This is an optimization exercise on Yosys and OpenROAD, whose aim is small area, not a production implementation.
The RTL was checked by simulation tests, not by an equivalence proof against the original design.
No driver is modelled on the clock port, so clocking that relies on it looks cheaper here than on a real chip.
Power figures rest on the tool's default switching activity, not on a simulated workload.

==> zinc <==
Design vga_ycbcr, start of the top module:
module vga_ycbcr
	(
	input           clk,
	input           reset_n,
	input  [23:0]   i_rgb,
	output [11:0]   o_hcount,
	output [11:0]   o_vcount,
	output [7:0]    o_y,
	output [7:0]    o_cb,
	output [7:0]    o_cr,
	output          o_hs,
	output          o_vs,
	output          o_de
	);
Settings: LEC_CHECK=0, CAP_MARGIN=20, CORE_MARGIN=2, CORE_UTILIZATION=65, SLEW_MARGIN=20, SYNTH_HIERARCHICAL=1; clock period 10.0 ns.
standard.sh (not shown) runs the stock make flow with config.mk's settings and CLKGATE_MAP_FILE= SYNTH_SCRIPT=/design/flow/synth_recipe.tcl, a recipe that flattens the netlist after the stock synthesis.
==> flow/flow/run.sh <==
#!/bin/bash
# Layout flow: the standard synthesis, a netlist clean-up (flow/fixinv.py:
# same logic function, same registers) that removes inverters around full
# adders and gives combinational cells their smallest drive strength, then
# the standard ORFS flow with the ports buffered by the smallest buffer and a
# clock tree without dummy loads whose leaf buffers are sized to the slew
# (flow/post_cts.tcl).
set -euo pipefail
R=orfs/results/${FLOW_PLATFORM}/vga_ycbcr/base
LIB=$FLOW_HOME/platforms/${FLOW_PLATFORM}/lib/sky130_fd_sc_hd__tt_025C_1v80.lib

bash standard.sh synth > synth.log 2>&1

cp $R/1_2_yosys.v yosys_netlist.v
python3 flow/fixinv.py yosys_netlist.v $R/1_2_yosys.v $LIB > fixinv.log 2>&1 || cp yosys_netlist.v $R/1_2_yosys.v
rm -f $R/1_synth.odb $R/1_synth.sdc

export BUFFER_PORTS_ARGS="-buffer_cell sky130_fd_sc_hd__buf_1"
export CTS_ARGS="-sink_clustering_enable -repair_clock_nets -dont_use_dummy_load -buf_list sky130_fd_sc_hd__clkbuf_4 -root_buf sky130_fd_sc_hd__clkbuf_4"
export POST_CTS_TCL=$PWD/flow/post_cts.tcl
bash standard.sh finish > layout.log 2>&1
==> flow/flow/post_cts.tcl <==
set_propagated_clock [all_clocks]
# After clock tree synthesis: every clock buffer that drives flip-flops
# starts at clkbuf_2; one whose flip-flop clock pins see a slew over 115 ps
# (estimated from placement) is replaced by the next stronger clkbuf, and
# the placement legalized again.
set ::clkbuf_next {sky130_fd_sc_hd__clkbuf_1 sky130_fd_sc_hd__clkbuf_2 sky130_fd_sc_hd__clkbuf_2 sky130_fd_sc_hd__clkbuf_4 sky130_fd_sc_hd__clkbuf_4 sky130_fd_sc_hd__clkbuf_8 sky130_fd_sc_hd__clkbuf_8 sky130_fd_sc_hd__clkbuf_16 sky130_fd_sc_hd__clkbuf_16 sky130_fd_sc_hd__clkbuf_16}
proc leaf_clock_buffers { } {
  set bufs {}
  foreach pin [get_pins -hierarchical */CLK] {
    set net [get_nets -of_objects $pin]
    foreach drv [get_pins -of_objects $net -filter "direction==output"] {
      set inst [get_cells -of_objects $drv]
      if { [string match "sky130_fd_sc_hd__clkbuf_*" [get_property $inst ref_name]] } {
        dict set bufs [get_full_name $inst] 1
      }
    }
  }
  return [dict keys $bufs]
}
proc upsize_slow_clock_buffers { limit } {

  estimate_parasitics -placement
  set bufs {}
  foreach pin [get_pins -hierarchical */CLK] {
    if { [get_property $pin slew_max] <= $limit } { continue }
    set net [get_nets -of_objects $pin]
    foreach drv [get_pins -of_objects $net -filter "direction==output"] {
      set inst [get_cells -of_objects $drv]
      dict set bufs [get_full_name $inst] [get_property $inst ref_name]
    }
  }
  set n 0
  dict for {name ref} $bufs {
    if { ![dict exists $::clkbuf_next $ref] } { continue }
    set next [dict get $::clkbuf_next $ref]
    if { $next ne $ref } {
      replace_cell [get_cells $name] $next
      incr n
    }
  }
  return $n
}
foreach name [leaf_clock_buffers] {
  replace_cell [get_cells $name] sky130_fd_sc_hd__clkbuf_2
}
for {set i 0} {$i < 4} {incr i} {
  set n [upsize_slow_clock_buffers 0.115]
  puts "upsized $n clock buffers"
  if { $n == 0 } { break }
}
detailed_placement
estimate_parasitics -placement
Other scripts of this flow, unchanged in this note and not shown: flow/flow/fixinv.py
==> inputs of fjord, as changes to zinc <==
--- a/flow/flow/post_cts.tcl
+++ b/flow/flow/post_cts.tcl
@@ -2,3 +2,3 @@
 # After clock tree synthesis: every clock buffer that drives flip-flops
-# starts at clkbuf_2; one whose flip-flop clock pins see a slew over 115 ps
+# starts at clkbuf_2; one whose flip-flop clock pins see a slew over 105 ps
 # (estimated from placement) is replaced by the next stronger clkbuf, and
@@ -46,3 +46,3 @@
 for {set i 0} {$i < 4} {incr i} {
-  set n [upsize_slow_clock_buffers 0.115]
+  set n [upsize_slow_clock_buffers 0.105]
   puts "upsized $n clock buffers"
- CORE_UTILIZATION: 65 -> 75
==> notes <==
zinc finished clean. fjord produced a clean layout. In zinc the combinational power is smaller than in fjord, by about 6%. In fjord the clock skew is higher than in zinc, by 0.014 ns. Between zinc and fjord, the lower cell count is in fjord (gap 1.5%, measured against fjord). In zinc the global-route usage is lower than in fjord, by 7.1 points. Against fjord, the first-iteration DRC count of zinc is smaller by 62%. Non-clock buffer count is the same in fjord and zinc.
==> figures <==
| metric | fjord | zinc |
|---|---|---|
| Routed length per placed instance | 18.37 µm | 16.25 µm |
| Power per unit of standard cell area | 326.0 mW/mm² | 313.8 mW/mm² |
| Net switching power | 821.9 µW | 771.9 µW |
| TritonRoute pass-1 iters | 5 | 4 |
| Met1 layer wirelength in the final routing | 3901 µm | 4541 µm |
| Tap cell count | 102 | 111 |
| Post-placement setup slack | 1.304 ns | 1.414 ns |
| Final critical-path required period | 8.678 ns | 8.583 ns |
| Reg2Reg Setup Slack | 1.32 ns | 1.42 ns |
| Number of instances in the placed design | 587 | 596 |
| Run status | finished clean | finished clean |
| Final period utilization | 86.78% | 85.83% |
| Data required, critical path | 10.44 ns | 10.37 ns |
| Met1 demand-to-capacity share in global routing | 33.72% | 32.77% |


==> run a: inputs <==
Another version of the RTL of vga_ycbcr (not shown whole).
==> flow/config.mk <==
export PLATFORM = sky130hd
export DESIGN_NAME = vga_ycbcr
export DESIGN_NICKNAME = vga_ycbcr
export VERILOG_FILES = /design/flow/design.v
export SDC_FILE = /design/flow/constraint.sdc
export NUM_CORES = 4
export LEC_CHECK = 0
export CAP_MARGIN = 20
export CORE_MARGIN = 2
export CORE_UTILIZATION = 40
export SLEW_MARGIN = 20
==> flow/constraint.sdc <==
create_clock -name core_clock -period 10.0 [get_ports {clk}]
set_input_delay 2.0000 -clock core_clock [delete_from_list [all_inputs] [get_ports {clk}]]
set_output_delay 2.0000 -clock core_clock [all_outputs]
set_load 0.01 [all_outputs]
run.sh (not shown) runs the stock make flow with config.mk's settings and CLKGATE_MAP_FILE= SYNTH_SCRIPT=/design/flow/synth_recipe.tcl, a recipe that flattens the netlist after the stock synthesis.
Stock flow here: none of the scripts above is used.
==> inputs of run b, as changes to run a <==
Settings changed: CTS_BUF_LIST set to sky130_fd_sc_hd__clkbuf_8, CTS_CLUSTER_DIAMETER set to 100, CTS_CLUSTER_SIZE set to 30.
==> results.cfg <==
[run_status]
status = timing/DRC/antenna clean

[power_and_ir_drop]
powerDensity_nw_per_um2 = 299
peakVddDrop_v = 0.000140
p_comb_frac = 0.513

[clock_tree]
worstSkewPairLatency_ps = 440
cts-root-buf = clkbuf_8

[global_route]
grt_pass1_wl_um = 21900
grt_pass1_vias = 4430

[final_layout]
buffer_area_frac = 0.0900
final_area_um2 = 8070
final_cell_mix = inv_1 (113), dfxtp_1 (110), fa_1 (95), clkdlybuf4s50_1 (72), ha_1 (37)

[timing]
min_period_ps = 7440

[routing]
wirelength_um = 12800
num_vias = 3975
Source of the figures above: run b

==> results.cfg <==
[global_route]
grt_pass1_wl_um = 22000
grt_pass1_vias = 4443

[clock_tree]
worstSkewPairLatency_ps = 420
cts-root-buf = clkbuf_16

[final_layout]
final_cell_mix = dfxtp_1 (110), inv_1 (110), fa_1 (95), clkdlybuf4s50_1 (72), ha_1 (37)

[timing]
min_period_ps = 7440

[routing]
wirelength_um = 12800
num_vias = 3956

[power_and_ir_drop]
p_comb_frac = 0.478
peakVddDrop_v = 0.000143
powerDensity_nw_per_um2 = 313

[run_status]
status = timing/DRC/antenna clean
Source of the figures above: run a



==> inputs of tundra <==
vga_ycbcr, a different RTL version from the one above (not shown whole).
==> flow/config.mk <==
export PLATFORM = sky130hd
export DESIGN_NAME = vga_ycbcr
export DESIGN_NICKNAME = vga_ycbcr
export VERILOG_FILES = /design/flow/design.v
export SDC_FILE = /design/flow/constraint.sdc
export NUM_CORES = 4
export LEC_CHECK = 0
export CAP_MARGIN = 20
export CORE_MARGIN = 2
export CORE_UTILIZATION = 65
export SLEW_MARGIN = 20
export SYNTH_HIERARCHICAL = 1
==> flow/constraint.sdc <==
create_clock -name core_clock -period 10.0 [get_ports {clk}]
set_input_delay 2.0000 -clock core_clock [delete_from_list [all_inputs] [get_ports {clk}]]
set_output_delay 2.0000 -clock core_clock [all_outputs]
set_load 0.01 [all_outputs]
standard.sh (not shown) runs the stock make flow with config.mk's settings and CLKGATE_MAP_FILE= SYNTH_SCRIPT=/design/flow/synth_recipe.tcl, a recipe that flattens the netlist after the stock synthesis.
==> flow/flow/run.sh <==
#!/bin/bash
# Layout flow: the standard synthesis, a netlist clean-up (flow/fixinv.py:
# same logic function, same registers) that removes inverters around full
# adders and gives combinational cells their smallest drive strength, then
# the standard ORFS flow with the ports buffered by the smallest buffer and a
# clock tree without dummy loads whose leaf buffers are sized to the slew
# (flow/post_cts.tcl).
set -euo pipefail
R=orfs/results/${FLOW_PLATFORM}/vga_ycbcr/base
LIB=$FLOW_HOME/platforms/${FLOW_PLATFORM}/lib/sky130_fd_sc_hd__tt_025C_1v80.lib

bash standard.sh synth > synth.log 2>&1

cp $R/1_2_yosys.v yosys_netlist.v
python3 flow/fixinv.py yosys_netlist.v $R/1_2_yosys.v $LIB > fixinv.log 2>&1
rm -f $R/1_synth.odb $R/1_synth.sdc

export BUFFER_PORTS_ARGS="-buffer_cell sky130_fd_sc_hd__buf_1"
export CTS_ARGS="-sink_clustering_enable -repair_clock_nets -dont_use_dummy_load -buf_list sky130_fd_sc_hd__clkbuf_4 -root_buf sky130_fd_sc_hd__clkbuf_4"
export POST_CTS_TCL=$PWD/flow/post_cts.tcl
bash standard.sh finish > layout.log 2>&1
==> flow/flow/post_cts.tcl <==
set_propagated_clock [all_clocks]
# After clock tree synthesis: every clock buffer that drives flip-flops
# starts at clkbuf_2; one whose flip-flop clock pins see a slew over 115 ps
# (estimated from placement) is replaced by the next stronger clkbuf, and
# the placement legalized again.
set clkbuf_next {sky130_fd_sc_hd__clkbuf_1 sky130_fd_sc_hd__clkbuf_2 sky130_fd_sc_hd__clkbuf_2 sky130_fd_sc_hd__clkbuf_4 sky130_fd_sc_hd__clkbuf_4 sky130_fd_sc_hd__clkbuf_8 sky130_fd_sc_hd__clkbuf_8 sky130_fd_sc_hd__clkbuf_16 sky130_fd_sc_hd__clkbuf_16 sky130_fd_sc_hd__clkbuf_16}
proc leaf_clock_buffers { } {
  set bufs {}
  foreach pin [get_pins -hierarchical */CLK] {
    set net [get_nets -of_objects $pin]
    foreach drv [get_pins -of_objects $net -filter "direction==output"] {
      set inst [get_cells -of_objects $drv]
      if { [string match "sky130_fd_sc_hd__clkbuf_*" [get_property $inst ref_name]] } {
        dict set bufs [get_full_name $inst] 1
      }
    }
  }
  return [dict keys $bufs]
}
proc upsize_slow_clock_buffers { limit } {
  global clkbuf_next
  estimate_parasitics -placement
  set bufs {}
  foreach pin [get_pins -hierarchical */CLK] {
    if { [get_property $pin slew_max] <= $limit } { continue }
    set net [get_nets -of_objects $pin]
    foreach drv [get_pins -of_objects $net -filter "direction==output"] {
      set inst [get_cells -of_objects $drv]
      dict set bufs [get_full_name $inst] [get_property $inst ref_name]
    }
  }
  set n 0
  dict for {name ref} $bufs {
    if { ![dict exists $clkbuf_next $ref] } { continue }
    set next [dict get $clkbuf_next $ref]
    if { $next ne $ref } {
      replace_cell [get_cells $name] $next
      incr n
    }
  }
  return $n
}
foreach name [leaf_clock_buffers] {
  replace_cell [get_cells $name] sky130_fd_sc_hd__clkbuf_2
}
for {set i 0} {$i < 4} {incr i} {
  set n [upsize_slow_clock_buffers 0.115]
  puts "upsized $n clock buffers"
  if { $n == 0 } { break }
}
detailed_placement
estimate_parasitics -placement
Other scripts of this flow, unchanged in this note and not shown: flow/flow/fixinv.py
==> inputs of indigo, as changes to tundra <==
--- a/flow/flow/post_cts.tcl
+++ b/flow/flow/post_cts.tcl
@@ -5,3 +5,3 @@
 # the placement legalized again.
-set clkbuf_next {sky130_fd_sc_hd__clkbuf_1 sky130_fd_sc_hd__clkbuf_2 sky130_fd_sc_hd__clkbuf_2 sky130_fd_sc_hd__clkbuf_4 sky130_fd_sc_hd__clkbuf_4 sky130_fd_sc_hd__clkbuf_8 sky130_fd_sc_hd__clkbuf_8 sky130_fd_sc_hd__clkbuf_16 sky130_fd_sc_hd__clkbuf_16 sky130_fd_sc_hd__clkbuf_16}
+set ::clkbuf_next {sky130_fd_sc_hd__clkbuf_1 sky130_fd_sc_hd__clkbuf_2 sky130_fd_sc_hd__clkbuf_2 sky130_fd_sc_hd__clkbuf_4 sky130_fd_sc_hd__clkbuf_4 sky130_fd_sc_hd__clkbuf_8 sky130_fd_sc_hd__clkbuf_8 sky130_fd_sc_hd__clkbuf_16 sky130_fd_sc_hd__clkbuf_16 sky130_fd_sc_hd__clkbuf_16}
 proc leaf_clock_buffers { } {
@@ -20,3 +20,3 @@
 proc upsize_slow_clock_buffers { limit } {
-  global clkbuf_next
+
   estimate_parasitics -placement
@@ -33,4 +33,4 @@
   dict for {name ref} $bufs {
-    if { ![dict exists $clkbuf_next $ref] } { continue }
-    set next [dict get $clkbuf_next $ref]
+    if { ![dict exists $::clkbuf_next $ref] } { continue }
+    set next [dict get $::clkbuf_next $ref]
     if { $next ne $ref } {
==> impl_metrics.env <==
export IMPL_outcome="complete, no violations"
export IMPL_drc=0
export IMPL_final_nonclk_buf_share_pct=4.23
export IMPL_multi_input_cells=264
export IMPL_n_all_inverters=33
export IMPL_critPathMaxFanout=6
export IMPL_grt_use_met2_pct=37.8
export IMPL_rows=35
export IMPL_p_int_uw=1290
export IMPL_path_depth=21
(the above is from indigo)
==> impl_metrics.env <==
export IMPL_outcome="aborted with a tool error"
export IMPL_haltStage="4_1_cts"
export IMPL_error="Error: cts.tcl, 90 can't read \"clkbuf_next\": no such variable"
export IMPL_die_h_um=101
export IMPL_place_ws_ns=1.42
export IMPL_syn_inst=432
export IMPL_hpwl_um=8600
export IMPL_placed_area_mm2=0.00644
export IMPL_rows=35
export IMPL_netlist_area_mm2=0.00607
export IMPL_synth_avg_cell_area_um2=14.0
(the above is from tundra)

port drivers added, routing unchanged:
The results above use ideal ports. As a check the final layouts listed here were re-extracted and re-timed, cells and wires unchanged.
Step 1 (the two cells are an assumption about what drives the block):
set clk [get_ports {clk}]
set_driving_cell -lib_cell sky130_fd_sc_hd__clkbuf_16 $clk
set_driving_cell -lib_cell sky130_fd_sc_hd__buf_2 [delete_from_list [all_inputs] $clk]
Step 2 times the ports against the registers' clock, not the clock port: input delays grow and output delays shrink by t, the midpoint of the rising clock arrivals with the driver on.
Three values: no drivers, after step 1, after step 2; two values: the first two.
run | shift t [ns] | setup WS [ns] | worst data-port slew with drivers (ns) | cell pins on the clock port's net
zinc | 0.497 | 1.417 / 1.417 / 1.417 | 0.03 | 1
fjord | 0.543 | 1.322 / 1.322 / 1.322 | 0.05 | 1
run a | 0.455 | 2.564 / 2.564 / 2.564 | 0.04 | 1
run b | 0.475 | 2.557 / 2.557 / 2.557 | 0.04 | 1
indigo | 0.512 | 1.434 / 1.434 / 1.434 | 0.03 | 1
After both steps setup and hold are still met in every run listed.
